Context: an optimization exercise on an open-source flow, tuned for small area. The choices shown serve that exercise and are no tape-out recipe.
The RTL was checked by simulation tests, not by an equivalence proof against the original design.
Power is estimated from default activity; no workload was simulated.

== rev 12 ==
// SAL_DDR_CTRL
module SAL_DDR_CTRL
(
    input                       clk,
    input                       rst_n,
    input                       arvalid,
    output  wire                arready,
    input   [3:0]               arid,
    input   [31:0]              araddr,
    input   [3:0]               arlen,
    input   [2:0]               arsize,
    input   [1:0]               arburst,
    input                       awvalid,
    output  wire                awready,
    input   [3:0]               awid,
    input   [31:0]              awaddr,
    input   [3:0]               awlen,
    input   [2:0]               awsize,
    input   [1:0]               awburst,
    input                       wvalid,
    output  wire                wready,
    input   [3:0]               wid,
    input   [127:0]             wdata,
    input   [15:0]              wstrb,
    input                       wlast,
    output  wire                bvalid,
    input                       bready,
    output  wire [3:0]          bid,
    output  wire [1:0]          bresp,
    output  wire                rvalid,
    input                       rready,
    output  wire [3:0]          rid,
    output  wire [127:0]        rdata,
    output  wire [1:0]          rresp,
    output  wire                rlast,
    output  wire                dfi_cke,
    output  wire [1:0]          dfi_cs_n,
    output  wire                dfi_ras_n,
    output  wire                dfi_cas_n,
  ...
For scale: roughly 4,600 cells after synthesis, about 2,500 flip-flops, about 0.090 mm² of cells after synthesis.
export LEC_CHECK = 0
export CAP_MARGIN = 20
export CORE_MARGIN = 2
export CORE_UTILIZATION = 65
export CTS_CLUSTER_DIAMETER = 60
export CTS_CLUSTER_SIZE = 30
export PLACE_DENSITY = 0.8
export SLEW_MARGIN = 20
export SYNTH_HIERARCHICAL = 1
create_clock -name core_clock -period 8.0 [get_ports {clk}]
standard.sh (not shown) runs the stock make flow with config.mk's settings and CLKGATE_MAP_FILE= SYNTH_SCRIPT=/design/flow/synth_recipe.tcl, a recipe that flattens the netlist after the stock synthesis.
==> flow/flow/run.sh <==
#!/bin/bash
set -uo pipefail
bash standard.sh \
  'BUFFER_PORTS_ARGS=-buffer_cell sky130_fd_sc_hd__buf_1' \
  'CTS_ARGS=-sink_clustering_enable -repair_clock_nets -sink_clustering_size 18 -sink_clustering_max_diameter 50 -dont_use_dummy_load -buf_list sky130_fd_sc_hd__clkbuf_8' \
  finish > standard_flow.log 2>&1
Rev 12 has completed all stages; timing, DRC and antenna checks passed.
diff inputs: rev 12 => rev 13
# rev 12
export LEC_CHECK = 0
export CAP_MARGIN = 20
export CORE_MARGIN = 2
export CORE_UTILIZATION = 65
export CTS_CLUSTER_DIAMETER = 60
export CTS_CLUSTER_SIZE = 30
export PLACE_DENSITY = 0.8
export SLEW_MARGIN = 20
export SYNTH_HIERARCHICAL = 1
create_clock -name core_clock -period 8.0 [get_ports {clk}]
# rev 13
export LEC_CHECK = 0
export CAP_MARGIN = 5
export CORE_MARGIN = 2
export CORE_UTILIZATION = 65
export CTS_CLUSTER_DIAMETER = 60
export CTS_CLUSTER_SIZE = 30
export PLACE_DENSITY = 0.8
export SLEW_MARGIN = 5
export SYNTH_HIERARCHICAL = 1
create_clock -name core_clock -period 8.0 [get_ports {clk}]
- Rev 13 completed every stage of the flow, and the final layout passed the timing, design-rule and antenna checks.
- Amount of wire on met2 after detailed routing: rev 13 vs rev 12 identical
- As far as power consumption goes, rev 12 and rev 13 are indistinguishable; the numbers are identical.
- Rev 12 and rev 13 ended up with roughly the same row count.
- Sequential cell count of rev 13 is on par with rev 12.
- Compared with rev 12, in rev 13 synthesized area divided by synthesized cell count closely matched the old numbers, setup slack ~0 delta, number of global-route vias before repair flat, period utilization did not really move.
- From rev 13 to rev 12, combined area of the multi-input logic cells did not move at all.

---

Another version of the RTL of SAL_DDR_CTRL (not shown whole).
Size in the first run: roughly 5100 cells after synthesis, about 2500 flip-flops.
Settings: LEC_CHECK=0, CAP_MARGIN=20, CORE_MARGIN=2, CORE_UTILIZATION=60, CTS_CLUSTER_DIAMETER=60, CTS_CLUSTER_SIZE=30, PLACE_DENSITY=0.75, SLEW_MARGIN=20; clock period 8.0 ns.
run.sh (not shown) runs the stock make flow with config.mk's settings and CLKGATE_MAP_FILE= SYNTH_SCRIPT=/design/flow/synth_recipe.tcl, a recipe that flattens the netlist after the stock synthesis.
Stock flow here: none of the scripts above is used.
Next try:
==> flow/flow/run.sh (new file) <==
#!/bin/bash
set -uo pipefail
bash standard.sh \
  'BUFFER_PORTS_ARGS=-buffer_cell sky130_fd_sc_hd__buf_1' \
  'CTS_ARGS=-sink_clustering_enable -repair_clock_nets -sink_clustering_size 18 -sink_clustering_max_diameter 50 -dont_use_dummy_load -buf_list sky130_fd_sc_hd__clkbuf_8' \
  finish > standard_flow.log 2>&1
==> flow/standard.sh (new file) <==
#!/bin/bash
# synth_recipe.tcl (not shown) runs the flow's synth.tcl, then flattens the netlist and writes it again
# the make line also repeats each setting of config.mk as NAME=value (left out here)
make -C /OpenROAD-flow-scripts/flow DESIGN_CONFIG=/design/flow/config.mk WORK_HOME=/design/flow/orfs CLKGATE_MAP_FILE= SYNTH_SCRIPT=/design/flow/synth_recipe.tcl "${@:-finish}"
CORE_UTILIZATION = 65   (was 60)
PLACE_DENSITY = 0.8   (was 0.75)
removed: flow/run.sh
Outcome:
- setup slack gains 0.48 ns
- synthesized cell count is unchanged
- final cell count fell by 2.6%
- cell area drops by about 6.4%
- sequential share of layout area increases by 4.8 points
- die area is lower by 7.6%
- routed wire length decreases by about 2%
Next try:
==> flow/run.sh (new file) <==
#!/bin/bash
# synth_recipe.tcl (not shown) runs the flow's synth.tcl, then flattens the netlist and writes it again
# the make line also repeats each setting of config.mk as NAME=value (left out here)
make -C /OpenROAD-flow-scripts/flow DESIGN_CONFIG=/design/flow/config.mk WORK_HOME=/design/flow/orfs CLKGATE_MAP_FILE= SYNTH_SCRIPT=/design/flow/synth_recipe.tcl finish
CORE_UTILIZATION = 70   (was 65)
CTS_CLUSTER_DIAMETER = 50   (was 60)
CTS_CLUSTER_SIZE = 36   (was 30)
PLACE_DENSITY = 0.85   (was 0.8)
removed: flow/flow/run.sh
removed: flow/standard.sh
Outcome:
- via count increases by about 5.7%
- final area increases by 7.6%
- wire length increases by about 10%
- flip-flop and latch count does not change
- non-clock buffer count decreases by 7
- setup slack degrades by 0.075 ns
- first-iteration DRC count increases by 37%
- die area decreases by about 7%
- total power increases by about 18%
- clock skew decreases by 0.059 ns

---

SAL_DDR_CTRL again, from the RTL that the note above started with.
// SAL_DDR_CTRL
module SAL_DDR_CTRL
(
    input                       clk,
    input                       rst_n,
    input                       arvalid,
    output  wire                arready,
    input   [3:0]               arid,
    input   [31:0]              araddr,
    input   [3:0]               arlen,
    input   [2:0]               arsize,
    input   [1:0]               arburst,
    input                       awvalid,
    output  wire                awready,
    input   [3:0]               awid,
    input   [31:0]              awaddr,
    input   [3:0]               awlen,
    input   [2:0]               awsize,
    input   [1:0]               awburst,
    input                       wvalid,
    output  wire                wready,
    input   [3:0]               wid,
    input   [127:0]             wdata,
    input   [15:0]              wstrb,
    input                       wlast,
    output  wire                bvalid,
    input                       bready,
    output  wire [3:0]          bid,
    output  wire [1:0]          bresp,
    output  wire                rvalid,
    input                       rready,
    output  wire [3:0]          rid,
    output  wire [127:0]        rdata,
    output  wire [1:0]          rresp,
    output  wire                rlast,
    output  wire                dfi_cke,
    output  wire [1:0]          dfi_cs_n,
    output  wire                dfi_ras_n,
    output  wire                dfi_cas_n,
    output  wire                dfi_we_n,
    output  wire [2:0]          dfi_ba,
    output  wire [13:0]         dfi_addr,
    output  wire                dfi_odt,
    output  wire                dfi_wrdata_en,
    output  wire [127:0]        dfi_wrdata,
    output  wire [15:0]         dfi_wrdata_mask,
    output  wire                dfi_rddata_en,
    input   [127:0]             dfi_rddata,
    input                       dfi_rddata_valid,
    input   [15:0]              dfi_rddata_dnv
);
Settings: LEC_CHECK=0, CAP_MARGIN=20, CORE_MARGIN=2, CORE_UTILIZATION=65, CTS_CLUSTER_DIAMETER=60, CTS_CLUSTER_SIZE=30, PLACE_DENSITY=0.8, SLEW_MARGIN=20; clock period 8.0 ns.
standard.sh (not shown) runs the stock make flow with config.mk's settings and CLKGATE_MAP_FILE= SYNTH_SCRIPT=/design/flow/synth_recipe.tcl, a recipe that flattens the netlist after the stock synthesis.
==> flow/flow/run.sh <==
#!/bin/bash
set -uo pipefail
bash standard.sh \
  'BUFFER_PORTS_ARGS=-buffer_cell sky130_fd_sc_hd__buf_1' \
  'CTS_ARGS=-sink_clustering_enable -repair_clock_nets -sink_clustering_size 30 -sink_clustering_max_diameter 60 -dont_use_dummy_load' \
  finish > standard_flow.log 2>&1
The baseline passed the timing, design-rule and antenna checks.
Edit:
==> flow/flow/run.sh (replaced) <==
#!/bin/bash
set -uo pipefail
bash standard.sh \
  'BUFFER_PORTS_ARGS=-buffer_cell sky130_fd_sc_hd__buf_1' \
  'CTS_ARGS=-sink_clustering_enable -repair_clock_nets -sink_clustering_size 30 -sink_clustering_max_diameter 60 -dont_use_dummy_load -buf_list {sky130_fd_sc_hd__clkbuf_8 sky130_fd_sc_hd__clkbuf_16}' \
  finish > standard_flow.log 2>&1
Wire length stays the same.
Worst setup slack does not change.
Clock power barely changes.
Via count is unchanged.
Combinational power is about the same.
Clock skew is unchanged.
Synthesized area is unchanged.

port drivers added, routing unchanged:
Ports are ideal in the flow. The routed layouts listed here were re-timed in OpenROAD.
Step 1, drivers: a clkbuf_16 drives clk and a buf_2 each remaining input, both assumed.
Step 2 times the ports against the registers' clock, not the clock port: input delays grow and output delays shrink by t, the midpoint of the rising clock arrivals with the driver on.
Slacks: ideal / step 1 / step 2; pairs: ideal / step 1.
run | shift t [ns] | setup slack, ns | clock arrival spread, ns
rev 12 | 0.971 | 0.799 / 0.728 / 1.699 | 0.150 / 0.150
rev 13 | 0.971 | 0.799 / 0.728 / 1.699 | 0.150 / 0.150
the first run of note 2 | 0.887 | 0.814 / 0.728 / 1.440 | 0.043 / 0.043
the second run of note 2 | 0.965 | 1.289 / 1.210 / 2.175 | 0.151 / 0.152
the third run of note 2 | 0.879 | 1.213 / 1.136 / 1.619 | 0.064 / 0.064
the first run of note 3 | 0.836 | 1.412 / 1.336 / 2.172 | 0.101 / 0.101
the second run of note 3 | 0.836 | 1.412 / 1.336 / 2.172 | 0.101 / 0.101
After both steps setup and hold are still met in every run listed.
